What follows belongs to an exercise in optimizing a design on an open flow for a short achievable clock period and few clock cycles; a production flow would make more cautious choices.
Where RTL was checked, it was by simulation tests only, not by an equivalence proof against the original.
The RTL of runs 2 and 3 was laid out without a check of its function.
Power figures rest on the tool's default switching activity, not on a simulated workload.

## design/flow/config.mk

```make
export PLATFORM = sky130hd
export DESIGN_NAME = riscv
export DESIGN_NICKNAME = riscv
export VERILOG_FILES = /design/flow/design.v
export SDC_FILE = /design/flow/constraint.sdc
export NUM_CORES = 8
export LEC_CHECK = 0
export CAP_MARGIN = 20
export CORE_MARGIN = 2
export CORE_UTILIZATION = 40
export CTS_CLUSTER_DIAMETER = 150
export CTS_CLUSTER_SIZE = 20
export PLACE_DENSITY = 0.6
export SLEW_MARGIN = 20
export SYNTH_HIERARCHICAL = 1
export TNS_END_PERCENT = 100
```

## design/flow/constraint.sdc

```tcl
create_clock -name core_clock -period 10.0 [get_ports {clk}]
set_input_delay 2.0000 -clock core_clock [delete_from_list [all_inputs] [get_ports {clk}]]
set_output_delay 2.0000 -clock core_clock [all_outputs]
set_load 0.01 [all_outputs]
```

## design/flow/design.v

```verilog
module riscv_if(
	input	[12+1:2]		pcn_i,	 
	input	[16-1:0]		v_i,
	input	[16-1:0]		tk_i,	 
	input	[16-1:0]		ret_i,
	input	[16*12-1:0]	tag_i,
	input	[16*12-1:0]	tgt_i,
	input	[16*2-1:0]		ctr_i,
	input	[12+1:2]		ras_i,
	output	[16-1:0]		match_o,
	output				hit_o,
	output				pred_o,
	output	[1:0]			ctr_o,
	output	[12+1:2]		ptgt_o
);
integer i;
reg	[12+1:2]	t;
reg	[1:0]		c;
reg			r;
always @(*) begin
	t = {12{1'b0}};
	c = 2'd0;
	r = 1'b0;
	for (i = 0; i < 16; i = i + 1) begin
		t = t | ({12{match_o[i]}} & tgt_i[i*12 +: 12]);
		c = c | ({2{match_o[i]}} & ctr_i[i*2 +: 2]);
		r = r | (match_o[i] & ret_i[i]);
	end
end
genvar gi;
generate
	for (gi = 0; gi < 16; gi = gi + 1) begin : g_m
		assign match_o[gi] = v_i[gi] & (tag_i[gi*12 +: 12] == ~pcn_i);
	end
endgenerate
assign	hit_o  = |match_o;
assign	pred_o = |(match_o & tk_i);
assign	ctr_o  = c;
assign	ptgt_o = r ? ras_i : t;
endmodule
module riscv_if_static(
	input	[31:0]		pc_i,
	input	[31:0]		inst_i,
	input	[12+1:2]	ras_i,
	input			fus_i,		 
	input	[31:0]		epc_i,		 
	input	[31:12]		esum_i,		 
	output			pred_o,
	output	[31:2]		tgt_o
);
wire	[4:0]	opc = inst_i[6:2];
wire	[4:0]	rd  = inst_i[11:7];
wire	[4:0]	rs1 = inst_i[19:15];
wire	s   = inst_i[31];
wire	jal = (opc == 5'b11011) & (inst_i[19:12] == {8{s}});
wire	bb  = (opc == 5'b11000) & s;
wire	ret = (opc == 5'b11001) & ((rs1 == 5'd1) | (rs1 == 5'd5)) & ~((rd == 5'd1) | (rd == 5'd5));
wire	[12:1]	jimm = {s, inst_i[20], inst_i[30:21]};
wire	[12:1]	bimm = {s, inst_i[7], inst_i[30:25], inst_i[11:8]};
wire	[12:1]	jlo, blo;
wire		jc, bc;
riscv_if_add12 JA(.a_i(pc_i[12:1]), .b_i(jimm), .s_o(jlo), .c_o(jc));
riscv_if_add12 BA(.a_i(pc_i[12:1]), .b_i(bimm), .s_o(blo), .c_o(bc));
wire	[11:0]	flo;
wire		fc;
riscv_if_add12 FA(.a_i(epc_i[11:0]), .b_i(inst_i[31:20]), .s_o(flo), .c_o(fc));
riscv_if_ssel SEL(
	.fus_i(fus_i),
	.fc_i(fc),
	.flo_i(flo[11:2]),
	.fhi_i(esum_i),
	.jal_i(jal),
	.bb_i(bb),
	.ret_i(ret),
	.s_i(s),
	.jc_i(jc),
	.bc_i(bc),
	.jlo_i(jlo[12:2]),
	.blo_i(blo[12:2]),
	.hi_i(pc_i[31:13]),
	.ras_i(ras_i),
	.pred_o(pred_o),
	.tgt_o(tgt_o)
);
endmodule
module riscv_if_ssel(
	input		fus_i,
	input		fc_i,
	input	[11:2]	flo_i,
	input	[31:12]	fhi_i,
	input		jal_i,
	input		bb_i,
	input		ret_i,
	input		s_i,
	input		jc_i,
	input		bc_i,
	input	[12:2]	jlo_i,
	input	[12:2]	blo_i,
	input	[31:13]	hi_i,
	input	[12+1:2]	ras_i,
	output		pred_o,
	output	[31:2]	tgt_o
);
assign	pred_o = jal_i | bb_i | fus_i | ret_i;
assign	tgt_o  = jal_i ? {hi_i, jlo_i} : bb_i ? {hi_i, blo_i} : fus_i ? {fhi_i, flo_i} :
		 {hi_i[31:12+2], ras_i};
endmodule
module riscv_if_add12(
	input	[11:0]	a_i,
	input	[11:0]	b_i,
	output	[11:0]	s_o,
	output		c_o
);
wire	[11:0]	g0, p0, g1, p1, g2, p2, g3, p3, g4, p4;
riscv_if_pg12 PG(.a_i(a_i), .b_i(b_i), .g_o(g0), .p_o(p0));
riscv_alu_pfx #(.D(1), .INV(0), .W(12)) L1(.g_i(g0), .p_i(p0), .g_o(g1), .p_o(p1));
riscv_alu_pfx #(.D(2), .INV(1), .W(12)) L2(.g_i(g1), .p_i(p1), .g_o(g2), .p_o(p2));
riscv_alu_pfx #(.D(4), .INV(0), .W(12)) L3(.g_i(g2), .p_i(p2), .g_o(g3), .p_o(p3));
riscv_alu_pfx #(.D(8), .INV(1), .W(12)) L4(.g_i(g3), .p_i(p3), .g_o(g4), .p_o(p4));
riscv_if_sum12 SU(.p_i(p0), .c_i(g4), .s_o(s_o), .c_o(c_o));
endmodule
module riscv_if_pg12(
	input	[11:0]	a_i,
	input	[11:0]	b_i,
	output	[11:0]	g_o,
	output	[11:0]	p_o
);
assign	g_o = a_i & b_i;
assign	p_o = a_i ^ b_i;
endmodule
module riscv_if_sum12(
	input	[11:0]	p_i,
	input	[11:0]	c_i,
	output	[11:0]	s_o,
	output		c_o
);
assign	s_o = p_i ^ {c_i[10:0], 1'b0};
assign	c_o = c_i[11];
endmodule
module riscv_id(
	input	[31:0]		inst_i,
	output	[4:0]		rd_o,
	output	[4:0]		rs1_o,
	output	[4:0]		rs2_o,
	output			lui_o,
	output			auipc_o,
	output			jal_o,
	output			jalr_o,
	output			br_o,
	output			load_o,
	output			store_o,
	output			use1_o,		 
	output			use2_o,		 
	output			wr_o,		 
	output			rs2b_o,		 
	output			call_o,
	output			ret_o,
	output	[31:0]		imm_o,		 
	output	[31:0]		timm_o,		 
	output	[5:0]		brc_o,		 
	output	[11-1:0]	op_o
);
wire	[31:0]	inst = inst_i;
wire	[4:0]	opc  = inst[6:2];
wire	[2:0]	f3   = inst[14:12];
assign	rd_o  = inst[11:7];
assign	rs1_o = inst[19:15];
assign	rs2_o = inst[24:20];
wire	opimm = (opc == 5'b00100);
wire	op    = (opc == 5'b01100);
assign	lui_o   = (opc == 5'b01101);
assign	auipc_o = (opc == 5'b00101);
assign	jal_o   = (opc == 5'b11011);
assign	jalr_o  = (opc == 5'b11001);
assign	br_o    = (opc == 5'b11000);
assign	load_o  = (opc == 5'b00000);
assign	store_o = (opc == 5'b01000);
assign	use1_o  = jalr_o | br_o | load_o | store_o | opimm | op;
assign	use2_o  = br_o | store_o | op;
assign	wr_o    = lui_o | auipc_o | jal_o | jalr_o | load_o | opimm | op;
assign	rs2b_o  = br_o | op;
wire	rd_link  = (rd_o == 5'd1) | (rd_o == 5'd5);
wire	rs1_link = (rs1_o == 5'd1) | (rs1_o == 5'd5);
assign	call_o  = (jal_o | jalr_o) & rd_link;
assign	ret_o   = jalr_o & rs1_link & ~rd_link;
wire	[31:0]	imm_i = {{20{inst[31]}}, inst[31:20]};
wire	[31:0]	imm_s = {{20{inst[31]}}, inst[31:25], inst[11:7]};
wire	[31:0]	imm_b = {{20{inst[31]}}, inst[7], inst[30:25], inst[11:8], 1'b0};
wire	[31:0]	imm_u = {inst[31:12], 12'b0};
wire	[31:0]	imm_j = {{12{inst[31]}}, inst[19:12], inst[20], inst[30:21], 1'b0};
assign	imm_o  = store_o ? imm_s : (lui_o | auipc_o) ? imm_u : imm_i;
assign	timm_o = jal_o ? imm_j : imm_b;
assign	brc_o = {f3 == 3'd7, f3 == 3'd6, f3 == 3'd5, f3 == 3'd4, f3 == 3'd1, f3 == 3'd0} & {6{br_o}};
wire	alu = op | opimm;
assign	op_o[0]  = lui_o | auipc_o | load_o | store_o | (opimm & f3 == 3'd0) | (op & f3 == 3'd0 & ~inst[30]);
assign	op_o[1]  = op & f3 == 3'd0 & inst[30];
assign	op_o[2]  = alu & f3 == 3'd2;
assign	op_o[3] = alu & f3 == 3'd3;
assign	op_o[4]  = alu & f3 == 3'd4;
assign	op_o[5]   = alu & f3 == 3'd6;
assign	op_o[6]  = alu & f3 == 3'd7;
assign	op_o[7]  = alu & f3 == 3'd1;
assign	op_o[8]  = alu & f3 == 3'd5 & ~inst[30];
assign	op_o[9]  = alu & f3 == 3'd5 & inst[30];
assign	op_o[10] = jal_o | jalr_o;
endmodule
module riscv_alu(
	input	[31:0]		a_i,
	input	[31:0]		b_i,
	input	[11-1:0]	op_i,
	input	[31:0]		pc4_i,
	input	[31:0]		sum_i,		 
	input	[31:0]		diff_i,		 
	input			ltu_i,
	input			lts_i,
	output	[31:0]		res_o
);
wire	[31:0]	sh;
riscv_alu_shift SH(
	.a_i(a_i),
	.sh_i(b_i[4:0]),
	.left_i(op_i[7]),
	.arith_i(op_i[9]),
	.res_o(sh)
);
wire	[31:0]	other;
riscv_alu_other OTH(
	.a_i(a_i),
	.b_i(b_i),
	.op_i(op_i),
	.pc4_i(pc4_i),
	.sh_i(sh),
	.res_o(other)
);
riscv_alu_mux MUX(
	.add_i(op_i[0]),
	.sub_i(op_i[1]),
	.slt_i(op_i[2]),
	.sltu_i(op_i[3]),
	.sum_i(sum_i),
	.diff_i(diff_i),
	.lts_i(lts_i),
	.ltu_i(ltu_i),
	.other_i(other),
	.res_o(res_o)
);
endmodule
module riscv_alu_other(
	input	[31:0]		a_i,
	input	[31:0]		b_i,
	input	[11-1:0]	op_i,
	input	[31:0]		pc4_i,
	input	[31:0]		sh_i,
	output	[31:0]		res_o
);
assign	res_o = ({32{op_i[4]}}  & (a_i ^ b_i)) |
		({32{op_i[5]}}   & (a_i | b_i)) |
		({32{op_i[6]}}  & (a_i & b_i)) |
		({32{op_i[7] | op_i[8] | op_i[9]}} & sh_i) |
		({32{op_i[10]}} & pc4_i);
endmodule
module riscv_alu_mux(
	input		add_i,
	input		sub_i,
	input		slt_i,
	input		sltu_i,
	input	[31:0]	sum_i,
	input	[31:0]	diff_i,
	input		lts_i,
	input		ltu_i,
	input	[31:0]	other_i,
	output	[31:0]	res_o
);
assign	res_o = ({32{add_i}} & sum_i) | ({32{sub_i}} & diff_i) | other_i |
		{31'd0, (slt_i & lts_i) | (sltu_i & ltu_i)};
endmodule
module riscv_alu_shift(
	input	[31:0]	a_i,
	input	[4:0]	sh_i,
	input		left_i,
	input		arith_i,
	output	[31:0]	res_o
);
wire	[31:0]	sl  = a_i << sh_i;
wire	[31:0]	sr  = a_i >> sh_i;
wire	[31:0]	sra = sr | ({32{a_i[31]}} & ~(32'hffffffff >> sh_i));
assign	res_o = left_i ? sl : arith_i ? sra : sr;
endmodule
module riscv_alu_add #(
	parameter SUB = 0
)(
	input	[31:0]	a_i,
	input	[31:0]	b_i,
	output	[31:0]	s_o
);
wire	[31:0]	p0, g0, g1, p1, g2, p2, g3, p3, g4, p4, g5, p5;
riscv_alu_pg #(.SUB(SUB)) PG(.a_i(a_i), .b_i(b_i), .g_o(g0), .p_o(p0));
riscv_alu_pfx #(.D(1),  .INV(0)) L1(.g_i(g0), .p_i(p0), .g_o(g1), .p_o(p1));
riscv_alu_pfx #(.D(2),  .INV(1)) L2(.g_i(g1), .p_i(p1), .g_o(g2), .p_o(p2));
riscv_alu_pfx #(.D(4),  .INV(0)) L3(.g_i(g2), .p_i(p2), .g_o(g3), .p_o(p3));
riscv_alu_pfx #(.D(8),  .INV(1)) L4(.g_i(g3), .p_i(p3), .g_o(g4), .p_o(p4));
riscv_alu_pfx #(.D(16), .INV(0)) L5(.g_i(g4), .p_i(p4), .g_o(g5), .p_o(p5));
riscv_alu_xsum #(.SUB(SUB)) XS(.p_i(p0), .nc_i(g5), .s_o(s_o));
endmodule
module riscv_alu_pg #(
	parameter SUB = 0
)(
	input	[31:0]	a_i,
	input	[31:0]	b_i,
	output	[31:0]	g_o,
	output	[31:0]	p_o
);
wire	[31:0]	b = SUB ? ~b_i : b_i;
assign	p_o = a_i ^ b;
assign	g_o = SUB ? {a_i[31:1] & b[31:1], a_i[0] | b[0]} : (a_i & b);
endmodule
module riscv_alu_pfx #(
	parameter D = 1,
	parameter INV = 0,
	parameter W = 32
)(
	input	[W-1:0]	g_i,
	input	[W-1:0]	p_i,
	output	[W-1:0]	g_o,
	output	[W-1:0]	p_o
);
genvar i;
generate
	for (i = 0; i < W; i = i + 1) begin : g_b
		if (i < D) begin : g_pass
			assign g_o[i] = ~g_i[i];
			assign p_o[i] = ~p_i[i];
		end else if (INV == 0) begin : g_aoi
			assign g_o[i] = ~(g_i[i] | (p_i[i] & g_i[i-D]));
			assign p_o[i] = ~(p_i[i] & p_i[i-D]);
		end else begin : g_oai
			assign g_o[i] = ~(g_i[i] & (p_i[i] | g_i[i-D]));
			assign p_o[i] = ~(p_i[i] | p_i[i-D]);
		end
	end
endgenerate
endmodule
module riscv_alu_xsum #(
	parameter SUB = 0
)(
	input	[31:0]	p_i,
	input	[31:0]	nc_i,
	output	[31:0]	s_o
);
assign	s_o = p_i ^ {~nc_i[30:0], SUB ? 1'b1 : 1'b0};
endmodule
module riscv_ex(
	input		valid_i,
	input		btaken_i,	 
	input	[31:0]	jsum_i,		 
	input		jok_i,		 
	input	[31:0]	btgt_i,		 
	input		bok_i,		 
	input	[31:0]	pc4_i,
	input		br_i,
	input		jal_i,
	input		jalr_i,
	input		pred_i,		 
	output		mispred_o,
	output		taken_o,
	output	[31:0]	tgt_o,
	output	[31:0]	redir_o
);
wire	mis_t   = ~(pred_i & bok_i);
wire	mis_oth = jal_i  ? mis_t :
		  jalr_i ? ~(pred_i & jok_i) : pred_i;
wire	mis_br  = btaken_i ? mis_t : pred_i;
assign	mispred_o = valid_i & (br_i ? mis_br : mis_oth);
assign	taken_o   = jal_i | jalr_i | (br_i & btaken_i);
assign	tgt_o     = jalr_i ? {jsum_i[31:1], 1'b0} : btgt_i;
assign	redir_o   = br_i ? (btaken_i ? btgt_i : pc4_i) : (jal_i | jalr_i) ? tgt_o : pc4_i;
endmodule
module riscv_ex_cmp(
	input	[31:0]	a_i,
	input	[31:0]	b_i,
	input	[5:0]	brc_i,		 
	output		eq_o,
	output		ltu_o,
	output		lts_o,
	output		taken_o		 
);
wire	[31:0]	g0 = {1'b0, ~a_i[30:0] & b_i[30:0]};
wire	[31:0]	e0 = {1'b1, ~(a_i[30:0] ^ b_i[30:0])};
wire	[15:0]	g1, e1;
wire	[7:0]	g2, e2;
wire	[3:0]	g3, e3;
wire	[1:0]	g4, e4;
wire		g5, e5;
riscv_ex_cmpl #(.W(16), .INV(0)) C1(.g_i(g0), .e_i(e0), .g_o(g1), .e_o(e1));
riscv_ex_cmpl #(.W(8),  .INV(1)) C2(.g_i(g1), .e_i(e1), .g_o(g2), .e_o(e2));
riscv_ex_cmpl #(.W(4),  .INV(0)) C3(.g_i(g2), .e_i(e2), .g_o(g3), .e_o(e3));
riscv_ex_cmpl #(.W(2),  .INV(1)) C4(.g_i(g3), .e_i(e3), .g_o(g4), .e_o(e4));
riscv_ex_cmpl #(.W(1),  .INV(0)) C5(.g_i(g4), .e_i(e4), .g_o(g5), .e_o(e5));
riscv_ex_cmpf CF(.a31_i(a_i[31]), .b31_i(b_i[31]), .ng_i(g5), .ne_i(e5), .brc_i(brc_i),
	.eq_o(eq_o), .ltu_o(ltu_o), .lts_o(lts_o), .taken_o(taken_o));
endmodule
module riscv_ex_cmpl #(
	parameter W = 1,
	parameter INV = 0
)(
	input	[2*W-1:0]	g_i,
	input	[2*W-1:0]	e_i,
	output	[W-1:0]		g_o,
	output	[W-1:0]		e_o
);
genvar i;
generate
	for (i = 0; i < W; i = i + 1) begin : g_b
		if (INV == 0) begin : g_aoi
			assign g_o[i] = ~(g_i[2*i+1] | (e_i[2*i+1] & g_i[2*i]));
			assign e_o[i] = ~(e_i[2*i+1] & e_i[2*i]);
		end else begin : g_oai
			assign g_o[i] = ~(g_i[2*i+1] & (e_i[2*i+1] | g_i[2*i]));
			assign e_o[i] = ~(e_i[2*i+1] | e_i[2*i]);
		end
	end
endgenerate
endmodule
module riscv_ex_cmpf(
	input		a31_i,
	input		b31_i,
	input		ng_i,
	input		ne_i,
	input	[5:0]	brc_i,
	output		eq_o,
	output		ltu_o,
	output		lts_o,
	output		taken_o
);
wire	e31 = ~(a31_i ^ b31_i);
assign	eq_o  = e31 & ~ne_i;
assign	ltu_o = (~a31_i & b31_i) | (e31 & ~ng_i);
assign	lts_o = (a31_i & ~b31_i) | (e31 & ~ng_i);
assign	taken_o = (brc_i[0] & eq_o) | (brc_i[1] & ~eq_o) | (brc_i[2] & lts_o) | (brc_i[3] & ~lts_o) |
		  (brc_i[4] & ltu_o) | (brc_i[5] & ~ltu_o);
endmodule
module riscv_ex_sumeq(
	input	[31:0]	a_i,
	input	[31:0]	b_i,
	input	[31:0]	k_i,
	output		eq_o
);
wire	[31:0]	x, r, g;
wire	[30:0]	ok;
riscv_ex_xor2 X1(.a_i(a_i), .b_i(b_i), .y_o(x));
riscv_ex_xor2 X2(.a_i(x), .b_i(k_i), .y_o(r));
riscv_ex_sumeq_g G(.a_i(a_i), .b_i(b_i), .x_i(x), .r_i(r), .g_o(g));
riscv_ex_sumeq_ok K(.r_i(r), .g_i(g), .a0_i(a_i[0]), .b0_i(b_i[0]), .ok_o(ok));
riscv_ex_and31 A(.x_i(ok), .y_o(eq_o));
endmodule
module riscv_ex_xor2(
	input	[31:0]	a_i,
	input	[31:0]	b_i,
	output	[31:0]	y_o
);
assign	y_o = a_i ^ b_i;
endmodule
module riscv_ex_sumeq_g(
	input	[31:0]	a_i,
	input	[31:0]	b_i,
	input	[31:0]	x_i,
	input	[31:0]	r_i,
	output	[31:0]	g_o
);
assign	g_o = (a_i & b_i) | (x_i & r_i);
endmodule
module riscv_ex_sumeq_ok(
	input	[31:0]	r_i,
	input	[31:0]	g_i,
	input		a0_i,
	input		b0_i,
	output	[30:0]	ok_o
);
assign	ok_o = {~(r_i[31:2] ^ g_i[30:1]), ~(r_i[1] ^ (a0_i & b0_i))};
endmodule
module riscv_ex_and31(
	input	[30:0]	x_i,
	output		y_o
);
wire	[7:0]	n1;
wire	[1:0]	a2;
wire		n3;
riscv_ex_nand4 #(.W(8)) L1(.x_i({1'b1, x_i}), .y_o(n1));
riscv_ex_nor4  #(.W(2)) L2(.x_i(n1), .y_o(a2));
riscv_ex_nand2 #(.W(1)) L3(.x_i(a2), .y_o(n3));
assign	y_o = ~n3;
endmodule
module riscv_ex_nand4 #(
	parameter W = 1
)(
	input	[4*W-1:0]	x_i,
	output	[W-1:0]		y_o
);
genvar i;
generate
	for (i = 0; i < W; i = i + 1) begin : g_b
		assign y_o[i] = ~&x_i[4*i +: 4];
	end
endgenerate
endmodule
module riscv_ex_nor4 #(
	parameter W = 1
)(
	input	[4*W-1:0]	x_i,
	output	[W-1:0]		y_o
);
genvar i;
generate
	for (i = 0; i < W; i = i + 1) begin : g_b
		assign y_o[i] = ~|x_i[4*i +: 4];
	end
endgenerate
endmodule
module riscv_ex_nor2 #(
	parameter W = 1
)(
	input	[2*W-1:0]	x_i,
	output	[W-1:0]		y_o
);
genvar i;
generate
	for (i = 0; i < W; i = i + 1) begin : g_b
		assign y_o[i] = ~|x_i[2*i +: 2];
	end
endgenerate
endmodule
module riscv_ex_nand2 #(
	parameter W = 1
)(
	input	[2*W-1:0]	x_i,
	output	[W-1:0]		y_o
);
genvar i;
generate
	for (i = 0; i < W; i = i + 1) begin : g_b
		assign y_o[i] = ~&x_i[2*i +: 2];
	end
endgenerate
endmodule
module riscv_wb(
	input	[31:0]		pc_i,
	input			stall_i,
	input			pred_i,
	input	[12+1:2]	ptgt_i,
	output	[31:0]		next_o,
	output	[31:0]		pc4_o
);
assign	pc4_o  = pc_i + 32'd4;
assign	next_o = stall_i ? pc_i :
		 pred_i  ? {pc_i[31:12+2], ptgt_i, 2'b00} : pc4_o;
endmodule
module riscv_wb_s(
	input			en_i,
	input			stall_i,
	input			pred_i,		 
	input			spred_i,	 
	input	[31:2]		stgt_i,
	input	[31:0]		next_i,
	output	[31:0]		next_o
);
wire	use_s = ~stall_i & ~pred_i & spred_i;
wire	sel_s = en_i & use_s;
wire	sel_o = en_i & ~use_s;
assign	next_o = ({32{sel_s}} & {stgt_i, 2'b00}) | ({32{sel_o}} & next_i);
endmodule
module riscv_wb_f(
	input			mispred_i,
	input	[31:0]		redir_i,
	input	[31:0]		next_i,
	output	[31:0]		next_o
);
assign	next_o = mispred_i ? redir_i : next_i;
endmodule
module riscv_register(
	input	[32*32-1:0]	rf_i,
	input	[4:0]		idx_i,
	output	[31:0]		val_o
);
wire	[31:0]	sel_lo, sel_hi;
riscv_register_dec DECL(.idx_i(idx_i), .sel_o(sel_lo));
riscv_register_dec DECH(.idx_i(idx_i), .sel_o(sel_hi));
genvar b;
generate
	for (b = 0; b < 32; b = b + 1) begin : g_bit
		wire	[31:0]	col;
		wire	[15:0]	l1;
		wire	[3:0]	l2;
		wire	[1:0]	l3;
		genvar r;
		for (r = 0; r < 32; r = r + 1) begin : g_col
			assign col[r] = rf_i[r*32 + b];
		end
		riscv_register_aoi22 L1(.s_i(b < 16 ? sel_lo : sel_hi), .d_i(col), .y_o(l1));
		riscv_ex_nand4 #(.W(4)) L2(.x_i(l1), .y_o(l2));
		riscv_ex_nor2  #(.W(2)) L3(.x_i(l2), .y_o(l3));
		riscv_ex_nand2 #(.W(1)) L4(.x_i(l3), .y_o(val_o[b]));
	end
endgenerate
endmodule
module riscv_register_dec(
	input	[4:0]	idx_i,
	output	[31:0]	sel_o
);
genvar i;
generate
	for (i = 0; i < 32; i = i + 1) begin : g_d
		assign sel_o[i] = (i != 0) && (idx_i == i);
	end
endgenerate
endmodule
module riscv_register_aoi22(
	input	[31:0]	s_i,
	input	[31:0]	d_i,
	output	[15:0]	y_o
);
genvar i;
generate
	for (i = 0; i < 16; i = i + 1) begin : g_b
		assign y_o[i] = ~((s_i[2*i] & d_i[2*i]) | (s_i[2*i+1] & d_i[2*i+1]));
	end
endgenerate
endmodule
module riscv_stall(
	input	[4:0]	rs1_i,
	input	[4:0]	rs2_i,
	input		use1_i,
	input		use2_i,
	input		e_fwd_i,	 
	input		e_load_i,	 
	input	[4:0]	e_rd_i,
	input		m_fwd_i,	 
	input	[4:0]	m_rd_i,
	output		h1e_o,
	output		h1m_o,
	output		h2e_o,
	output		h2m_o,
	output		stall_o
);
wire	eq1 = (e_rd_i == rs1_i);
wire	eq2 = (e_rd_i == rs2_i);
assign	h1e_o = e_fwd_i & eq1;
assign	h1m_o = m_fwd_i & (m_rd_i == rs1_i);
assign	h2e_o = e_fwd_i & eq2;
assign	h2m_o = m_fwd_i & (m_rd_i == rs2_i);
assign	stall_o = e_load_i & ((use1_i & eq1) | (use2_i & eq2));
endmodule
module riscv_forward(
	input		sel_e_i,
	input	[31:0]	e_i,
	input		sel_r_i,
	input	[31:0]	r_i,
	input	[31:0]	o_i,
	output	[31:0]	val_o
);
assign	val_o = sel_e_i ? e_i : sel_r_i ? r_i : o_i;
endmodule
module riscv_forward_pre(
	input		sel_m_i,	 
	input		sel_x_i,	 
	input	[31:0]	m_i,
	input	[31:0]	x_i,
	output	[31:0]	val_o
);
assign	val_o = ({32{sel_m_i}} & m_i) | ({32{sel_x_i}} & x_i);
endmodule
module riscv(
	input	wire		clk,
	input	wire		rst,		 
	input	wire	[31:0]	inst_i,		 
	output	wire	[31:0]	inst_addr_o,	 
	output	wire		inst_ce_o,	 
	input	wire	[31:0]	data_i,		 
	output	wire		data_we_o,	 
	output	wire		data_ce_o,	 
	output	wire	[31:0]	data_addr_o,	 
	output	wire	[31:0]	data_o		 
);
assign	inst_ce_o = 1'b1;
assign	data_ce_o = 1'b1;
reg	[31:0]	pc_out;
reg	[31:0]	pc;
reg	[12+1:2]	pc_btb_n;	 
reg		e_valid;
reg	[31:0]	e_pc;
reg	[31:0]	e_pc4;
reg	[31:0]	e_a;		 
reg	[31:0]	e_b;		 
reg	[31:0]	e_s;		 
reg	[31:0]	e_timm;		 
reg	[4:0]	e_rd;
reg		e_we;		 
reg		e_load;
reg		e_store;
reg		e_br;
reg		e_jal;
reg		e_jalr;
reg		e_auipc;
reg		e_call;
reg		e_ret;
reg	[5:0]	e_brc;		 
reg	[11-1:0]	e_op;	 
reg		e_pred;		 
reg	[31:2]	e_ptgt;		 
reg		e_hit;		 
reg	[16-1:0]	e_match;	 
reg	[1:0]	e_ctr;		 
reg	[2:0]	e_it, e_tr;	 
reg		e_lc;
reg		m_valid;
reg	[31:0]	m_addr;
reg	[31:0]	m_res_n;
reg	[31:0]	m_sd;
reg		m_we_mem;
reg	[4:0]	m_rd;
reg		m_we;
reg		m_load;
reg	[31:0]	rf [1:31];
reg	[31:0]	rf_v;		 
reg	[16-1:0]	btb_v;
reg	[16-1:0]	btb_tk;		 
reg	[16-1:0]	btb_ret;	 
reg	[12+1:2]	btb_tag [0:16-1];
reg	[12+1:2]	btb_tgt [0:16-1];
reg	[1:0]	btb_ctr [0:16-1];
reg	[2:0]	btb_it  [0:16-1];
reg	[2:0]	btb_tr  [0:16-1];
reg	[16-1:0]	btb_lc;
reg	[16-1:0]	btb_rr;		 
reg	[12+1:2]	ras0, ras1, ras2, ras3;
reg		u_btb;
reg		u_alloc;
reg	[16-1:0]	u_sel;
reg	[12+1:2]	u_tag;
reg	[12+1:2]	u_atgt;		 
reg	[12+1:2]	u_ptgt;		 
reg		u_taken, u_hit, u_v, u_jmp, u_ret;
reg	[1:0]	u_octr;
reg		u_bwd;
reg	[2:0]	u_oit, u_otr;
reg		u_olc;
reg		u_call, u_pop;
reg	[12+1:2]	u_link;
wire	[31:0]	m_res = ~m_res_n;
wire	[31:0]	m_val = m_load ? data_i : m_res;
wire	[31:0]	sum, diff;
wire		ltu, lts, eq, btaken;
riscv_alu_add #(.SUB(0)) ADD(.a_i(e_a), .b_i(e_b), .s_o(sum));
riscv_alu_add #(.SUB(1)) SUB(.a_i(e_a), .b_i(e_b), .s_o(diff));
riscv_ex_cmp CMP(.a_i(e_a), .b_i(e_b), .brc_i(e_brc), .eq_o(eq), .ltu_o(ltu), .lts_o(lts), .taken_o(btaken));
wire	[31:0]	res;
riscv_alu ALU(
	.a_i(e_a),
	.b_i(e_b),
	.op_i(e_op),
	.pc4_i(e_pc4),
	.sum_i(sum),
	.diff_i(diff),
	.ltu_i(ltu),
	.lts_i(lts),
	.res_o(res)
);
wire	[31:0]	e_pfull = {e_ptgt, 2'b00};
wire	[31:0]	btgt;
wire		jok, bok;
riscv_alu_add BTGT(.a_i(e_pc), .b_i(e_timm), .s_o(btgt));
riscv_ex_sumeq JOK(.a_i(e_a), .b_i(e_b), .k_i(e_pfull), .eq_o(jok));
riscv_ex_sumeq BOK(.a_i(e_pc), .b_i(e_timm), .k_i(e_pfull), .eq_o(bok));
wire		mispred;
wire		act_taken;
wire	[31:0]	act_tgt;
wire	[31:0]	redir_pc;
riscv_ex BR(
	.valid_i(e_valid),
	.btaken_i(btaken),
	.jsum_i(sum),
	.jok_i(jok),
	.btgt_i(btgt),
	.bok_i(bok),
	.pc4_i(e_pc4),
	.br_i(e_br),
	.jal_i(e_jal),
	.jalr_i(e_jalr),
	.pred_i(e_pred),
	.mispred_o(mispred),
	.taken_o(act_taken),
	.tgt_o(act_tgt),
	.redir_o(redir_pc)
);
wire	[4:0]	rd, rs1, rs2;
wire		d_lui, d_auipc, d_jal, d_jalr, d_br, d_load, d_store;
wire		d_use1, d_use2, d_wr, d_rs2b, d_call, d_ret;
wire	[31:0]	d_imm, d_timm;
wire	[5:0]	d_brc;
wire	[11-1:0]	d_op;
riscv_id DEC(
	.inst_i(inst_i),
	.rd_o(rd),
	.rs1_o(rs1),
	.rs2_o(rs2),
	.lui_o(d_lui),
	.auipc_o(d_auipc),
	.jal_o(d_jal),
	.jalr_o(d_jalr),
	.br_o(d_br),
	.load_o(d_load),
	.store_o(d_store),
	.use1_o(d_use1),
	.use2_o(d_use2),
	.wr_o(d_wr),
	.rs2b_o(d_rs2b),
	.call_o(d_call),
	.ret_o(d_ret),
	.imm_o(d_imm),
	.timm_o(d_timm),
	.brc_o(d_brc),
	.op_o(d_op)
);
wire	[32*32-1:0]	rf_flat;
assign	rf_flat[31:0] = 32'd0;
genvar gi;
generate
	for (gi = 1; gi < 32; gi = gi + 1) begin : g_rf
		assign rf_flat[gi*32 +: 32] = rf[gi] & {32{rf_v[gi]}};
	end
endgenerate
wire	[31:0]	rf1, rf2;
riscv_register RD1(.rf_i(rf_flat), .idx_i(rs1), .val_o(rf1));
riscv_register RD2(.rf_i(rf_flat), .idx_i(rs2), .val_o(rf2));
wire	h1e, h1m, h2e, h2m, stall;
riscv_stall HAZ(
	.rs1_i(rs1),
	.rs2_i(rs2),
	.use1_i(d_use1),
	.use2_i(d_use2),
	.e_fwd_i(e_valid & e_we),
	.e_load_i(e_valid & e_load & e_we),
	.e_rd_i(e_rd),
	.m_fwd_i(m_valid & m_we),
	.m_rd_i(m_rd),
	.h1e_o(h1e),
	.h1m_o(h1m),
	.h2e_o(h2e),
	.h2m_o(h2m),
	.stall_o(stall)
);
wire	a_reg = ~d_auipc & ~d_lui;
wire	[31:0]	pre_a, pre_b, pre_s, opa, opb, ops;
riscv_forward_pre PA(.sel_m_i(a_reg & h1m), .sel_x_i(d_auipc), .m_i(m_val), .x_i(pc), .val_o(pre_a));
riscv_forward_pre PB(.sel_m_i(d_rs2b & h2m), .sel_x_i(~d_rs2b), .m_i(m_val), .x_i(d_imm), .val_o(pre_b));
riscv_forward_pre PS(.sel_m_i(h2m), .sel_x_i(1'b0), .m_i(m_val), .x_i(32'd0), .val_o(pre_s));
riscv_forward FA(.sel_e_i(a_reg & h1e), .e_i(res), .sel_r_i(a_reg & ~h1m), .r_i(rf1), .o_i(pre_a), .val_o(opa));
riscv_forward FB(.sel_e_i(d_rs2b & h2e), .e_i(res), .sel_r_i(d_rs2b & ~h2m), .r_i(rf2), .o_i(pre_b), .val_o(opb));
riscv_forward FS(.sel_e_i(h2e), .e_i(res), .sel_r_i(~h2m), .r_i(rf2), .o_i(pre_s), .val_o(ops));
wire	[16*12-1:0]	bt_flat;
wire	[16*12-1:0]	bg_flat;
wire	[16*2-1:0]		bc_flat;
generate
	for (gi = 0; gi < 16; gi = gi + 1) begin : g_btb
		assign bt_flat[gi*12 +: 12] = btb_tag[gi];
		assign bg_flat[gi*12 +: 12] = btb_tgt[gi];
		assign bc_flat[gi*2 +: 2] = btb_ctr[gi];
	end
endgenerate
wire	[16-1:0]	f_match;
reg	[2:0]	f_it, f_tr;
integer fi;
always @(*) begin
	f_it = 3'd0;
	f_tr = 3'd0;
	for (fi = 0; fi < 16; fi = fi + 1) begin
		f_it = f_it | ({3{f_match[fi]}} & btb_it[fi]);
		f_tr = f_tr | ({3{f_match[fi]}} & btb_tr[fi]);
	end
end
wire		f_hit, f_pred;
wire	[1:0]	f_ctr;
wire	[12+1:2]	f_ptgt;
riscv_if BTB(
	.pcn_i(pc_btb_n),
	.v_i(btb_v),
	.tk_i(btb_tk),
	.ret_i(btb_ret),
	.tag_i(bt_flat),
	.tgt_i(bg_flat),
	.ctr_i(bc_flat),
	.ras_i(ras0),
	.match_o(f_match),
	.hit_o(f_hit),
	.pred_o(f_pred),
	.ctr_o(f_ctr),
	.ptgt_o(f_ptgt)
);
wire		s_pred;
wire	[31:2]	s_tgt;
riscv_if_static SP(
	.pc_i(pc),
	.inst_i(inst_i),
	.ras_i(ras0),
	.fus_i(d_jalr & e_auipc & h1e),
	.epc_i(e_pc),
	.esum_i(sum[31:12]),
	.pred_o(s_pred),
	.tgt_o(s_tgt)
);
wire	s_use = ~f_hit & s_pred;
wire	[31:0]	next_pc, next_pc_out, next_pc_b, next_pc_s, next_pc_so, pc4;
riscv_wb NPC(
	.pc_i(pc),
	.stall_i(stall),
	.pred_i(f_pred),
	.ptgt_i(f_ptgt),
	.next_o(next_pc_b),
	.pc4_o(pc4)
);
riscv_wb_s NPCS(
	.en_i(1'b1),
	.stall_i(stall),
	.pred_i(f_pred),
	.spred_i(s_use),
	.stgt_i(s_tgt),
	.next_i(next_pc_b),
	.next_o(next_pc_s)
);
riscv_wb_f NPCF(.mispred_i(mispred), .redir_i(redir_pc), .next_i(next_pc_s), .next_o(next_pc));
riscv_wb_s NPCSO(
	.en_i(~rst),
	.stall_i(stall),
	.pred_i(f_pred),
	.spred_i(s_use),
	.stgt_i(s_tgt),
	.next_i(next_pc_b),
	.next_o(next_pc_so)
);
riscv_wb_f NPCFO(.mispred_i(mispred), .redir_i(redir_pc), .next_i(next_pc_so), .next_o(next_pc_out));
always @(posedge clk) begin
	pc_out   <= next_pc_out;
	pc_btb_n <= ~next_pc_out[12+1:2];
end
always @(posedge clk or posedge rst) begin
	if (rst) begin
		pc <= 32'd0;
	end else begin
		pc <= next_pc;
	end
end
assign	inst_addr_o = pc_out;
always @(posedge clk or posedge rst) begin
	if (rst) begin
		e_valid <= 1'b0;
	end else begin
		e_valid <= ~mispred & ~stall;
	end
end
always @(posedge clk) begin
	e_pc    <= pc;
	e_pc4   <= pc4;
	e_a     <= opa;
	e_b     <= opb;
	e_s     <= ops;
	e_timm  <= d_timm;
	e_rd    <= rd;
	e_we    <= d_wr & (rd != 5'd0);
	e_load  <= d_load;
	e_store <= d_store;
	e_br    <= d_br;
	e_jal   <= d_jal;
	e_jalr  <= d_jalr;
	e_auipc <= d_auipc;
	e_call  <= d_call;
	e_ret   <= d_ret;
	e_brc   <= d_brc;
	e_op    <= d_op;
	e_pred  <= f_pred | s_use;
	e_ptgt  <= f_hit ? {pc[31:12+2], f_ptgt} : s_tgt;
	e_hit   <= f_hit;
	e_match <= f_match;
	e_ctr   <= f_ctr;
	e_it    <= f_it;
	e_tr    <= f_tr;
	e_lc    <= |(f_match & btb_lc);
end
always @(posedge clk or posedge rst) begin
	if (rst) begin
		m_valid  <= 1'b0;
	end else begin
		m_valid  <= e_valid;
	end
end
always @(posedge clk) begin
	m_we_mem <= ~rst & e_valid & e_store;
	m_addr   <= res;
	m_res_n  <= ~res;
	m_sd     <= e_s;
	m_rd     <= e_rd;
	m_we     <= e_we;
	m_load   <= e_load;
end
assign	data_addr_o = m_addr;
assign	data_o      = m_sd;
assign	data_we_o   = m_we_mem;
always @(posedge clk) begin
	if (m_valid & m_we)
		rf[m_rd] <= m_val;
end
integer k;
always @(posedge clk or posedge rst) begin
	if (rst) begin
		rf_v <= 32'd0;
	end else if (m_valid & m_we) begin
		for (k = 1; k < 32; k = k + 1)
			if (m_rd == k)
				rf_v[k] <= 1'b1;
	end
end
wire	e_ctl = e_br | e_jal | e_jalr;
always @(posedge clk or posedge rst) begin
	if (rst) begin
		u_btb   <= 1'b0;
		u_alloc <= 1'b0;
		u_call  <= 1'b0;
		u_pop   <= 1'b0;
	end else begin
		u_btb   <= e_valid & (act_taken | e_hit);
		u_alloc <= e_valid & act_taken & ~e_hit;
		u_call  <= e_valid & e_call;
		u_pop   <= e_valid & e_ret;
	end
end
always @(posedge clk) begin
	u_sel   <= e_hit ? e_match : btb_rr;
	u_tag   <= e_pc[12+1:2];
	u_atgt  <= act_tgt[12+1:2];
	u_ptgt  <= e_ptgt[12+1:2];
	u_taken <= act_taken;
	u_hit   <= e_hit;
	u_octr  <= e_ctr;
	u_bwd   <= e_br & e_timm[31];
	u_oit   <= e_it;
	u_otr   <= e_tr;
	u_olc   <= e_lc;
	u_v     <= e_ctl;
	u_jmp   <= e_jal | e_jalr;
	u_ret   <= e_ret;
	u_link  <= e_pc4[12+1:2];
end
wire	[1:0]	u_ctr = ~u_hit ? 2'd2 :
			u_taken ? ((u_octr == 2'd3) ? 2'd3 : u_octr + 2'd1) :
				  ((u_octr == 2'd0) ? 2'd0 : u_octr - 2'd1);
wire	[2:0]	u_it  = ~u_taken ? 3'd0 : ~u_hit ? 3'd1 : (u_oit == 3'd7) ? 3'd7 : u_oit + 3'd1;
wire	[2:0]	u_tr  = ~u_hit ? 3'd7 : ~u_taken ? u_oit : u_otr;
wire		u_lc  = ~u_hit ? 1'b0 : u_taken ? u_olc : (u_oit == u_otr) & (u_oit != 3'd7);
wire		u_tk  = u_jmp | (u_ctr[1] & ~(u_bwd & u_lc & (u_it == u_tr)));
wire	[12+1:2]	u_tgt = u_taken ? u_atgt : u_ptgt;
integer j;
always @(posedge clk or posedge rst) begin
	if (rst) begin
		btb_v  <= {16{1'b0}};
		btb_rr <= {{(16-1){1'b0}}, 1'b1};
	end else begin
		if (u_btb)
			btb_v <= (btb_v & ~u_sel) | ({16{u_v}} & u_sel);
		if (u_alloc)
			btb_rr <= {btb_rr[16-2:0], btb_rr[16-1]};
	end
end
always @(posedge clk) begin
	for (j = 0; j < 16; j = j + 1) begin
		if (u_btb & u_sel[j]) begin
			btb_tk[j]  <= u_tk;
			btb_ret[j] <= u_ret;
			btb_tag[j] <= u_tag;
			btb_tgt[j] <= u_tgt;
			btb_ctr[j] <= u_ctr;
			btb_it[j]  <= u_it;
			btb_tr[j]  <= u_tr;
			btb_lc[j]  <= u_lc;
		end
	end
end
always @(posedge clk or posedge rst) begin
	if (rst) begin
		ras0 <= {12{1'b0}};
		ras1 <= {12{1'b0}};
		ras2 <= {12{1'b0}};
		ras3 <= {12{1'b0}};
	end else if (u_call & u_pop) begin
		ras0 <= u_link;
	end else if (u_call) begin
		ras0 <= u_link;
		ras1 <= ras0;
		ras2 <= ras1;
		ras3 <= ras2;
	end else if (u_pop) begin
		ras0 <= ras1;
		ras1 <= ras2;
		ras2 <= ras3;
	end
end
endmodule
```

## design/flow/flow/run.sh

```bash
#!/bin/bash
set -u
bash standard.sh SETUP_SLACK_MARGIN=6.7 finish > standard_flow.log 2>&1
```

## design/flow/standard.sh

```bash
#!/bin/bash
# synth_recipe.tcl (not shown) runs the flow's synth.tcl, then flattens the netlist and writes it again
# the make line also repeats each setting of config.mk as NAME=value (left out here)
make -C /OpenROAD-flow-scripts/flow DESIGN_CONFIG=/design/flow/config.mk WORK_HOME=/design/flow/orfs CLKGATE_MAP_FILE= SYNTH_SCRIPT=/design/flow/synth_recipe.tcl "${@:-finish}"
```

==> results of run 1 <==
power breakdown:
group          leakage [nW]  switching (W)  internal (W)
combinational          31.4        0.00316       0.00196
sequential             20.6       0.000582        0.0101
clock                  1.86        0.00322       0.00261
total                  53.8        0.00697        0.0146
registers in the layout (all words and copies together), names as in the netlist, 31 cells and up, named ones only:
| name | count |
|---|---|
| m_res_n | 32 |
| btb_tr | 48 |
| btb_tgt | 192 |
| pc_out | 32 |
| e_s | 32 |
| e_pc4 | 32 |
| m_sd | 32 |
| m_addr | 32 |
| btb_ctr | 32 |
| btb_it | 48 |
| e_a | 32 |
| e_pc | 32 |
| e_b | 32 |
| e_timm | 32 |
| btb_tag | 192 |
| rf_v | 31 |
| pc | 32 |
| rf | 992 |
placed cells by master (no fill, tap or decap), types with 97 or more instances in the layout:
master and n:
edfxtp_1 1552, a22oi_2 1028, and2_1 1007, buf_4 716, nand2_1 635, nand4_1 517, inv_1 383, dfxtp_1 359
nor2_1 346, buf_12 316, xnor2_1 305, o21ai_1 276, a21oi_1 266, buf_6 262, mux2i_1 219, nor2_4 219
ha_1 216, a22o_1 182, xor2_1 165, and3_1 162, clkbuf_16 149, mux2_2 139, mux2_4 124, dfrtp_1 124
conb_1 116, dfxtp_2 97
repair_timing:
action                                 in CTS  in global routing
cloned                                     57                 11
buffers inserted                          777                213
endpoints found under the hold margin       0                  0
setup endpoints to repair                 447                334
gates resized for setup                  1710                474
pin swaps                                 407                430
per-layer routing:
metal  wire length, um  track usage  vias up
li1                  -            -    41100
met1            194000        0.397    49100
met5                52            0        -
met4             43000        0.214        8
met3             46300       0.0594     1539
met2            248000        0.543     5642
per-stage QoR:
stage               instance area, um^2  worst slack [ns]  instances  hold WS, ns   util
floorplan                        123000              4.89      10500        0.310      -
global placement                 129000              3.52      14300        0.312  0.427
detailed placement               129000              3.45      14300        0.312  0.427
CTS                              147000              6.36      15400        0.330  0.486
global route                     151000              6.16      15600        0.331  0.500
finish                           151000              6.22      15600        0.329  0.501
worst max path at each step:
stage           startpoint          to  slack, ns  depth (start not counted)
2_1_floorplan          rst   pc_out[2]       4.89                          6
3_3_place_gp    inst_i[15]       pc[0]       3.52                         12
3_5_place_dp    inst_i[15]   pc_out[1]       3.45                         12
4_1_cts        pc_btb_n[9]  pc_out[30]       6.36                         18
5_1_grt        pc_btb_n[3]  pc_out[30]       6.16                         19
6_report        inst_i[22]      e_b[6]       6.22                         15
worst max-delay path, delay by kind of cell:
| kind | cells | cell delay, ns |
|---|---|---|
| buf+inv | 7 | 0.94 |
| compound gates | 2 | 0.23 |
| mux | 1 | 0.20 |
| simple gates | 5 | 1.13 |
cell type report:
cell class / instances / area, um^2 / share of cell area
clock buffers: 209 / 3720 / 0.0246
repair buffers: 1474 / 18000 / 0.119
flip-flops and latches: 2208 / 60800 / 0.402
multi-input cells: 7344 / 62200 / 0.411
well taps: 3978 / 4980 / 0.0329
clock inverters: 12 / 153 / 0.00101
diodes: 14 / 35.0 / 0.000231
inverters: 402 / 1540 / 0.0102
==> notes.md, run 1 <==
setup skew after layout=0.0733 ns; total negative setup slack=0 ns; via density per instance=6.23; slowest cell on the critical path=nand4_1; weighted congestion at the end of routability-driven global placement=0.973; clock period minus worst slack=3.78 ns; Final period util=0.378; clock network latency to the later pin of the worst-skew pair=0.89 ns; overall track demand over capacity in global routing=0.330; iteration-0 DRC count of the detailed router=11500; estimated wirelength of the detail-placed design=322000 um; number of global-route vias before repair=93800; depth of the worst register-to-register path=18; Die Span X=555 um; critical path start-end classification=primary input to register; Register-to-Register Setup Slack=6.23 ns; worst slew margin relative to its limit=0.213; WP data arrival=4.55 ns; hold buffer count at CTS=0; depth of the CTS H-tree=4; root buf cell=clkbuf_16; final routed wirelength across all metal layers=532000 um; full die area=308000 um^2; clock transition at the register clock pins on the worst setup and hold paths after CTS=0.09 ns; sink count of the clock tree=2208; type of the most critical hold path=register to register; largest net degree at the start of global routing=74; Worst setup SP type=primary input; largest driver fanout on the critical path=8; leakage=53.8 nW; unrepaired setup endpoints after global routing=true; antenna violations before repair=37; VDD IR max=161 uV; vertical die dimension=555 um; capturing point of the worst reg2reg path=pc_out[30]; Syn Std Cell Area=122000 um^2; Avg Inst Size Synth=11.7 um^2; core area=303000 um^2; Post-Syn Instances=10400; number of routed nets with antenna violations=0; number of remaining DRC errors=0; startpoint of the lowest-slack register-to-register path=pc_btb_n[4]; number of top-level pins=165; number of search-and-repair iterations in the first detailed-routing pass=8; final layout net count=11900; cts bufs inserted=134; Power Density=143 nW/um^2; Min-Delay Endpoint=m_sd[27]; global-route congestion overflow total=0; count of fill cells added during filler insertion=26200; post-DR wirelength/cell=34.0 um; Setup crit end kind=register; CP peak stage delay=0.46 ns; number of rows created at floorplan=202; status=finished clean; Hold Violations, Final=0; clock tree from TritonCTS=built; max-slew violation count=0; global-route wire length before repair=723000 um; Total Power=0.0216 W; share of post-route cells with drive strength above 1=0.353; via total after detailed routing=97400; worst slew pin tran=1.18 ns; Yosys warning count=13; number of stages on the worst hold path=0; P&R area growth vs syn=24.6%; timing-limited maximum frequency=264 MHz; ordered cell list for the critical path=buf_16 > buf_12 > buf_16 > nand3b_1 > buf_4 > buf_6 > nor2_4 > buf_12 > buf_12 > a22oi_2 > nand4_1 > nor2_2 > nand2_4 > mux2i_1 > o21ai_1; hold_sp=e_s[27]; initial standard-cell utilization of the core=0.402; Final setup violation count=0; Max Root-Sink Buffers=4; most used cell, CP=buf_12; critical path required time=10.77 ns; max_cap viols=0; count of buffers inserted at the top-level ports=160
Testbench counts, summed over its fixed seeds: cycles 149,965.
==> inputs of run 2 (changes only) <==
--- a/design/flow/design.v
+++ b/design/flow/design.v
@@ -686,4 +686,15 @@
 reg	[31:0]	pc;
 reg	[12+1:2]	pc_btb_n;	 
+reg		d_valid;
+reg	[31:0]	d_inst;
+reg	[31:0]	d_pc;
+reg	[31:0]	d_pc4;
+reg		d_pred;		 
+reg	[31:2]	d_ptgt;		 
+reg		d_hit;
+reg	[16-1:0]	d_match;
+reg	[1:0]	d_ctr;
+reg	[2:0]	d_it, d_tr;
+reg		d_lc;
 reg		e_valid;
 reg	[31:0]	e_pc;
@@ -799,5 +810,5 @@
 wire	[11-1:0]	d_op;
 riscv_id DEC(
-	.inst_i(inst_i),
+	.inst_i(d_inst),
 	.rd_o(rd),
 	.rs1_o(rs1),
@@ -832,5 +843,5 @@
 riscv_register RD1(.rf_i(rf_flat), .idx_i(rs1), .val_o(rf1));
 riscv_register RD2(.rf_i(rf_flat), .idx_i(rs2), .val_o(rf2));
-wire	h1e, h1m, h2e, h2m, stall;
+wire	h1e, h1m, h2e, h2m, stall_raw;
 riscv_stall HAZ(
 	.rs1_i(rs1),
@@ -847,9 +858,10 @@
 	.h2e_o(h2e),
 	.h2m_o(h2m),
-	.stall_o(stall)
+	.stall_o(stall_raw)
 );
+wire	stall = d_valid & stall_raw;
 wire	a_reg = ~d_auipc & ~d_lui;
 wire	[31:0]	pre_a, pre_b, pre_s, opa, opb, ops;
-riscv_forward_pre PA(.sel_m_i(a_reg & h1m), .sel_x_i(d_auipc), .m_i(m_val), .x_i(pc), .val_o(pre_a));
+riscv_forward_pre PA(.sel_m_i(a_reg & h1m), .sel_x_i(d_auipc), .m_i(m_val), .x_i(d_pc), .val_o(pre_a));
 riscv_forward_pre PB(.sel_m_i(d_rs2b & h2m), .sel_x_i(~d_rs2b), .m_i(m_val), .x_i(d_imm), .val_o(pre_b));
 riscv_forward_pre PS(.sel_m_i(h2m), .sel_x_i(1'b0), .m_i(m_val), .x_i(32'd0), .val_o(pre_s));
@@ -899,6 +911,6 @@
 wire	[31:2]	s_tgt;
 riscv_if_static SP(
-	.pc_i(pc),
-	.inst_i(inst_i),
+	.pc_i(d_pc),
+	.inst_i(d_inst),
 	.ras_i(ras0),
 	.fus_i(d_jalr & e_auipc & h1e),
@@ -908,5 +920,6 @@
 	.tgt_o(s_tgt)
 );
-wire	s_use = ~f_hit & s_pred;
+wire	s_use = ~d_hit & s_pred;
+wire	dred  = d_valid & s_use & ~stall;
 wire	[31:0]	next_pc, next_pc_out, next_pc_b, next_pc_s, next_pc_so, pc4;
 riscv_wb NPC(
@@ -920,7 +933,7 @@
 riscv_wb_s NPCS(
 	.en_i(1'b1),
-	.stall_i(stall),
-	.pred_i(f_pred),
-	.spred_i(s_use),
+	.stall_i(1'b0),
+	.pred_i(1'b0),
+	.spred_i(dred),
 	.stgt_i(s_tgt),
 	.next_i(next_pc_b),
@@ -930,7 +943,7 @@
 riscv_wb_s NPCSO(
 	.en_i(~rst),
-	.stall_i(stall),
-	.pred_i(f_pred),
-	.spred_i(s_use),
+	.stall_i(1'b0),
+	.pred_i(1'b0),
+	.spred_i(dred),
 	.stgt_i(s_tgt),
 	.next_i(next_pc_b),
@@ -950,14 +963,39 @@
 end
 assign	inst_addr_o = pc_out;
+wire	d_take = ~stall | mispred;
+always @(posedge clk or posedge rst) begin
+	if (rst) begin
+		d_valid <= 1'b0;
+	end else if (mispred | dred) begin
+		d_valid <= 1'b0;
+	end else if (~stall) begin
+		d_valid <= 1'b1;
+	end
+end
+always @(posedge clk) begin
+	if (d_take) begin
+		d_inst  <= inst_i;
+		d_pc    <= pc;
+		d_pc4   <= pc4;
+		d_pred  <= f_pred;
+		d_ptgt  <= {pc[31:12+2], f_ptgt};
+		d_hit   <= f_hit;
+		d_match <= f_match;
+		d_ctr   <= f_ctr;
+		d_it    <= f_it;
+		d_tr    <= f_tr;
+		d_lc    <= |(f_match & btb_lc);
+	end
+end
 always @(posedge clk or posedge rst) begin
 	if (rst) begin
 		e_valid <= 1'b0;
 	end else begin
-		e_valid <= ~mispred & ~stall;
+		e_valid <= d_valid & ~mispred & ~stall;
 	end
 end
 always @(posedge clk) begin
-	e_pc    <= pc;
-	e_pc4   <= pc4;
+	e_pc    <= d_pc;
+	e_pc4   <= d_pc4;
 	e_a     <= opa;
 	e_b     <= opb;
@@ -976,12 +1014,12 @@
 	e_brc   <= d_brc;
 	e_op    <= d_op;
-	e_pred  <= f_pred | s_use;
-	e_ptgt  <= f_hit ? {pc[31:12+2], f_ptgt} : s_tgt;
-	e_hit   <= f_hit;
-	e_match <= f_match;
-	e_ctr   <= f_ctr;
-	e_it    <= f_it;
-	e_tr    <= f_tr;
-	e_lc    <= |(f_match & btb_lc);
+	e_pred  <= d_pred | s_use;
+	e_ptgt  <= d_hit ? d_ptgt : s_tgt;
+	e_hit   <= d_hit;
+	e_match <= d_match;
+	e_ctr   <= d_ctr;
+	e_it    <= d_it;
+	e_tr    <= d_tr;
+	e_lc    <= d_lc;
 end
 always @(posedge clk or posedge rst) begin
@@ -1083,4 +1121,6 @@
 	end
 end
+wire	r_call = e_valid & e_call;
+wire	r_pop  = e_valid & e_ret;
 always @(posedge clk or posedge rst) begin
 	if (rst) begin
@@ -1089,12 +1129,12 @@
 		ras2 <= {12{1'b0}};
 		ras3 <= {12{1'b0}};
-	end else if (u_call & u_pop) begin
-		ras0 <= u_link;
-	end else if (u_call) begin
-		ras0 <= u_link;
+	end else if (r_call & r_pop) begin
+		ras0 <= e_pc4[12+1:2];
+	end else if (r_call) begin
+		ras0 <= e_pc4[12+1:2];
 		ras1 <= ras0;
 		ras2 <= ras1;
 		ras3 <= ras2;
-	end else if (u_pop) begin
+	end else if (r_pop) begin
 		ras0 <= ras1;
 		ras1 <= ras2;
==> run 2 against run 1 <==
  * Fmax grew 0.35%
  * Flip-flop and latch count up 120
  * Total power increased by 2.7%
  * First-iteration DRC count rose by 3.0%
  * Clock skew rose by 0.019 ns
  * Clock power up 4.3%
==> notes.md, run 2 <==
startpoint of the lowest-slack register-to-register path=e_b[16]; Yosys warning count=13 (unchanged); iteration-0 DRC count of the detailed router=11800 (+3.0%); most common cell after layout, fill and taps aside=edfxtp_1; clock transition at the register clock pins on the worst setup and hold paths after CTS=0.10 ns (about the same); number of stages on the worst hold path=0 (unchanged); Power Density=152 nW/um^2 (+6.5%); number of top-level pins=165 (unchanged); depth of the worst register-to-register path=15 (-3); largest driver fanout on the critical path=9 (+1); global-route wire length before repair=699000 um (-3.4%); global-route congestion overflow total=0 (unchanged); share of post-route cells with drive strength above 1=0.305 (-0.0472); flip-flop count of the largest register, all copies and words added=992 (unchanged); number of rows created at floorplan=205 (+1.5%); total negative setup slack=0 ns (unchanged); antenna violations before repair=40 (+8.1%); worst slew margin relative to its limit=0.252 (+0.0385); timing-limited maximum frequency=265 MHz (+0.35%); clock tree from TritonCTS=built; number of global-route vias before repair=89800 (-4.3%); vertical die dimension=563 um (+1.5%); post-DR wirelength/cell=33.2 um (-2.4%); status=finished clean; cts bufs inserted=140 (+4.5%); Avg Inst Size Synth=12.0 um^2 (+1.9%); leakage=52.0 nW (-3.4%); register name with the most flops=rf; most frequent cells in the layout=edfxtp_1 (1685), a22oi_2 (1028), and2_1 (1004); number of search-and-repair iterations in the first detailed-routing pass=6 (-2); flip-flop and latch area=64600 um^2 (+6.2%); overall track demand over capacity in global routing=0.310 (-0.0205); Syn Std Cell Area=125000 um^2 (+3.0%); Hold Violations, Final=0 (unchanged); via density per instance=6.16 (-1.2%); clock network latency to the later pin of the worst-skew pair=0.88 ns (about the same); number of routed nets with antenna violations=0 (unchanged); Max Root-Sink Buffers=4 (unchanged); clock period minus worst slack=3.77 ns (-0.0131 ns); root buf cell=clkbuf_16; estimated wirelength of the detail-placed design=336000 um (+4.4%); type of the most critical hold path=register to register; largest net degree at the start of global routing=66 (-11%); number of remaining DRC errors=0 (unchanged); depth of the CTS H-tree=4 (unchanged); Post-Syn Instances=10500 (+1.1%); full die area=317000 um^2 (+3.0%); footprint of the multi-input gates=60400 um^2 (-2.9%); Final period util=0.377 (-0.00131); count of buffers inserted at the top-level ports=160 (unchanged); unrepaired setup endpoints after global routing=true; VDD IR max=150 uV (-6.8%); leading registers by flop count=rf x992, btb_tag x192, btb_tgt x192; Setup crit end kind=register; final routed wirelength across all metal layers=513000 um (-3.6%); critical path start-end classification=register to register; worst slew pin tran=1.12 ns (-0.0577 ns); hold_sp=d_pc4[20]; weighted congestion at the end of routability-driven global placement=1.01 (+3.7%); core area=312000 um^2 (+3.0%); max-slew violation count=0 (unchanged); via total after detailed routing=95100 (-2.4%); Die Span X=563 um (+1.5%); initial standard-cell utilization of the core=0.402 (about the same); Worst setup SP type=register; final layout net count=11500 (-3.1%); critical path required time=10.59 ns (-0.18 ns); count of fill cells added during filler insertion=28000 (+6.8%); Register-to-Register Setup Slack=6.23 ns (about the same); max_cap viols=0 (unchanged); P&R area growth vs syn=16.7%; Post-Route Utilization=0.469 (-0.0318); Final setup violation count=0 (unchanged); WP data arrival=4.35 ns (-0.20 ns); sink count of the clock tree=2328 (+5.4%); capturing point of the worst reg2reg path=d_ptgt[6]; Min-Delay Endpoint=e_pc4[20]; setup skew after layout=0.0924 ns (+0.0191 ns)
-- run 2: how the worst max path moves through the flow --
| stage | slack [ns] | to | startpoint |
|---|---|---|---|
| 2_1_floorplan | 3.47 | d_ctr[0] | e_a[29] |
| 3_3_place_gp | 4.46 | pc_btb_n[12] | pc_btb_n[10] |
| 3_5_place_dp | 4.45 | pc_btb_n[12] | pc_btb_n[10] |
| 4_1_cts | 6.35 | d_pc[0] | e_b[27] |
| 5_1_grt | 6.16 | d_pc[12] | e_b[27] |
| 6_report | 6.23 | d_ptgt[6] | e_b[16] |
-- run 2: cell type report --
class / count / share of cell area
clock inverters: 8 / 0.000694
inverters: 400 / 0.0105
diodes: 17 / 0.000291
repair inverters: 1 / 0.0000514
flip-flops and latches: 2328 / 0.442
well taps: 4140 / 0.0355
repair buffers: 988 / 0.0702
multi-input cells: 7336 / 0.414
clock buffers: 232 / 0.0269
-- run 2: report_power, final --
| part | total [W] | internal [W] | switching, W |
|---|---|---|---|
| Sequential | 0.0111 | 0.0106 | 0.000488 |
| Clock | 0.00608 | 0.00273 | 0.00335 |
| Combinational | 0.00500 | 0.00175 | 0.00325 |
| Total | 0.0222 | 0.0151 | 0.00709 |
-- run 2: worst max-delay path: stages, from the launching register on --
cell	delay, ns
dfxtp_4	0.43
xor2_4	0.21
xor2_2	0.16
a22o_1	0.21
xnor2_1	0.20
nand4_1	0.20
nor4_4	0.51
nand2_2	0.18
inv_2	0.10
nand2_2	0.07
o311ai_4	0.30
a21boi_4	0.12
nand3b_1	0.20
buf_4	0.17
buf_12	0.18
clkbuf_16	0.20
-- run 2: layer usage --
metal / part of all wire / vias to the layer above / global-route usage
li1: - / 40600 / -
met1: 0.41 / 48300 / 0.422
met2: 0.43 / 5262 / 0.464
met3: 0.099 / 989 / 0.0696
met4: 0.059 / 10 / 0.151
met5: 0.00012 / - / 0
-- run 2: what timing repair did --
action,4_1_cts,5_1_grt
endpoints found under the setup margin,575,506
setup buffers,270,151
resized for setup,1034,336
gates cloned,33,16
pin swaps,77,125
hold buffers,0,0
-- run 2: stage by stage --
step	instances	setup slack, ns	instance area, um^2	power, W	hold WS, ns
after floorplan	10600	3.47	126000	0.0136	0.310
after global placement	14700	4.46	133000	0.0154	0.310
after global routing	15400	6.16	146000	0.0227	0.331
after CTS	15300	6.35	143000	0.0218	0.325
final	15500	6.23	146000	0.0222	0.322
after detailed placement	14700	4.45	133000	0.0154	0.312
==> inputs of run 3 (changes only) <==
--- a/design/flow/design.v
+++ b/design/flow/design.v
@@ -963,5 +963,5 @@
 end
 assign	inst_addr_o = pc_out;
-wire	d_take = ~stall | mispred;
+wire	d_take = ~stall;
 always @(posedge clk or posedge rst) begin
 	if (rst) begin
==> run 3 against run 2 <==
  * Clock skew is 0.00085 ns lower
  * Still clean
  * Routed wire length down 1.1%
  * Flip-flop and latch count is the same
  * Final area is 0.39% lower
  * Core utilization shrank 0.18 points
  * Total power shrank 0.89%
  * Sequential power barely moved
  * Count of clock-buffer cells in the layout fell by 4
  * Largest cell class unchanged
  * Sequential share of layout area is 0.13 points higher
  * Synthesized cell count about the same
==> notes.md, run 3 <==
Register-to-Register Setup Slack=6.31 ns (+0.08 ns); depth of the worst register-to-register path=16 (+1); share of post-route cells with drive strength above 1=0.303 (-0.00254); number of routed nets with antenna violations=0 (unchanged); core area=312000 um^2 (unchanged); clock network latency to the later pin of the worst-skew pair=0.88 ns (about the same); number of remaining DRC errors=0 (unchanged); via density per instance=6.19 (+0.54%); type of the most critical hold path=register to register; number of stages on the worst hold path=0 (unchanged); critical path required time=10.76 ns (+0.17 ns); Layout Cell Area excl Fill=145000 um^2 (-0.39%); most common cell after layout, fill and taps aside=edfxtp_1; Setup crit end kind=register; final worst hold slack=0.316 ns (-0.00666 ns); critical path start-end classification=register to register; via total after detailed routing=95600 (+0.51%); cts bufs inserted=141 (+0.71%); WP data arrival=4.45 ns (+0.10 ns); clock tree from TritonCTS=built; weighted congestion at the end of routability-driven global placement=1.00 (-0.61%); root buf cell=clkbuf_16; global-route wire length before repair=695000 um (-0.51%); status=finished clean; setup skew after layout=0.0916 ns (-0.000848 ns); number of top-level pins=165 (unchanged); Placed Cells incl. Taps=14800 (+0.28%); Final period util=0.369 (-0.00791); max_cap viols=0 (unchanged); Final Non-Filler Cells=15400 (-0.026%); leakage=51.5 nW (-1.1%); Power Density=151 nW/um^2 (-0.50%); number of search-and-repair iterations in the first detailed-routing pass=8 (+2); unrepaired setup endpoints after global routing=true; largest driver fanout on the critical path=8 (-1); ordered cell list for the critical path=buf_12 > xor2_2 > xor2_1 > a22o_1 > xnor2_1 > nand4_1 > nor4_4 > nand2_1 > inv_1 > nand2_2 > o311ai_4 > a21boi_4 > buf_12 > buf_12 > buf_16 > mux2_4; VDD IR max=152 uV (+1.4%); iteration-0 DRC count of the detailed router=13300 (+12%); estimated wirelength of the detail-placed design=332000 um (-1.1%); slowest cell on the critical path=nor4_4; number of global-route vias before repair=89400 (-0.37%); timing-limited maximum frequency=271 MHz (+2.1%); max-slew violation count=0 (unchanged); Hold Violations, Final=0 (unchanged); Syn Std Cell Area=125000 um^2 (about the same); initial standard-cell utilization of the core=0.402 (about the same); Post-Syn Instances=10500 (+0.0096%); total negative setup slack=0 ns (unchanged); sink count of the clock tree=2328 (unchanged); Final setup violation count=0 (unchanged); CP peak stage delay=0.53 ns (+0.02 ns); depth of the CTS H-tree=4 (unchanged); P&R area growth vs syn=16.2%; count of buffers inserted at the top-level ports=160 (unchanged); largest net degree at the start of global routing=137 (+110%); most frequent cells in the layout=edfxtp_1 (1685), a22oi_2 (1027), and2_1 (1001); Die Span X=563 um (about the same); Worst setup SP type=register; post-DR wirelength/cell=32.8 um (-1.1%); full die area=317000 um^2 (about the same); global-route congestion overflow total=0 (unchanged); worst slew pin tran=1.36 ns (+0.239 ns); vertical die dimension=563 um (about the same); leading registers by flop count=rf x992, btb_tag x192, btb_tgt x192; final layout net count=11500 (-0.0087%); Total Power=0.0220 W (-0.89%); clock transition at the register clock pins on the worst setup and hold paths after CTS=0.09 ns (about the same); flip-flop count of the largest register, all copies and words added=992 (unchanged); final routed wirelength across all metal layers=507000 um (-1.1%); clock period minus worst slack=3.69 ns (-0.0791 ns); antenna violations before repair=29 (-28%); overall track demand over capacity in global routing=0.307 (-0.00258); worst slew margin relative to its limit=0.0859 (-0.166); Yosys warning count=13 (unchanged); placement-stage cell area=133000 um^2 (about the same); most used cell, CP=buf_12; number of rows created at floorplan=205 (unchanged); register name with the most flops=rf; hold buffer count at CTS=0 (unchanged); Max Root-Sink Buffers=4 (unchanged); Avg Inst Size Synth=12.0 um^2 (about the same)
-- run 3: critical path, delay by kind of cell (launching register included) --
kind            cells  cell delay, ns
xor+xnor            3            0.52
buf+inv             5            0.68
mux                 1            0.30
simple gates        4            1.01
compound gates      3            0.66
flops               1            0.39
-- run 3: power breakdown --
group	switching, W	total [W]	internal, W	leakage [nW]
clock network	0.00341	0.00615	0.00274	1.95
registers	0.000383	0.0110	0.0106	22.0
logic	0.00314	0.00484	0.00170	27.5
total	0.00694	0.0220	0.0150	51.5
-- run 3: final cells by class --
class / count / area, um^2
tap: 4140 / 5180
inverter: 400 / 1540
timing repair buffer: 983 / 9960
sequential: 2328 / 64500
fill: 27900 / 166000
multi-input combinational: 7340 / 60200
antenna: 14 / 35.0
clock buffer: 228 / 3920
clock inverter: 13 / 173
-- run 3: stage by stage --
stage          worst slack (ns)   util
4_1_cts                    6.39  0.455
3_5_place_dp               4.17  0.427
2_1_floorplan              4.91      -
3_3_place_gp               4.25  0.427
5_1_grt                    6.23  0.467
6_report                   6.31  0.467
-- run 3: repair_timing --
item	4_1_cts	5_1_grt
buffers inserted	241	146
pin swaps	76	112
gates cloned	29	10
gates resized for setup	998	451
endpoints found under the setup margin	504	307
-- run 3: worst paths after layout --
path	startpoint	endpoint
max	e_a[16]	pc[3]
min	e_s[12]	m_sd[12]
max reg2reg	e_a[16]	pc[3]
min reg2reg	e_s[12]	m_sd[12]
max in group asynchronous	rst	ras2[3]
min in group asynchronous	rst	async pin
-- run 3: routing by layer --
metal / GRT usage / wire length (um)
met1: 0.430 / 210000
met2: 0.455 / 216000
met3: 0.0674 / 53600
met4: 0.133 / 27100
met5: 0 / 167

[separate check: timing with driven ports]
No port has a modelled driver above. Below, the same layouts with a new extraction and two added sets of constraints.
Step 1: set_driving_cell puts a clkbuf_16 on clk and a buf_2 on each other input, an assumption about the parent block.
Step 2 adds t to the input delays and takes it off the output delays; t is the mean of the earliest and latest rising clock arrival at the registers after step 1. Input paths then give back, and output paths get back, about the clock's delay inside the block.
Three values: no drivers, after step 1, after step 2; two values: the first two.
run	t, ns	setup WS [ns]	pins driven straight from the clock port
run 1	0.978	6.218 / 6.232 / 5.299	1
run 2	0.932	6.231 / 6.231 / 5.958	1
run 3	0.939	6.310 / 6.310 / 5.960	1
After both steps every run listed still meets setup and hold. The setup slack of run 1, which loses most, moves by +0.014 ns with the drivers and by -0.919 ns with both steps.
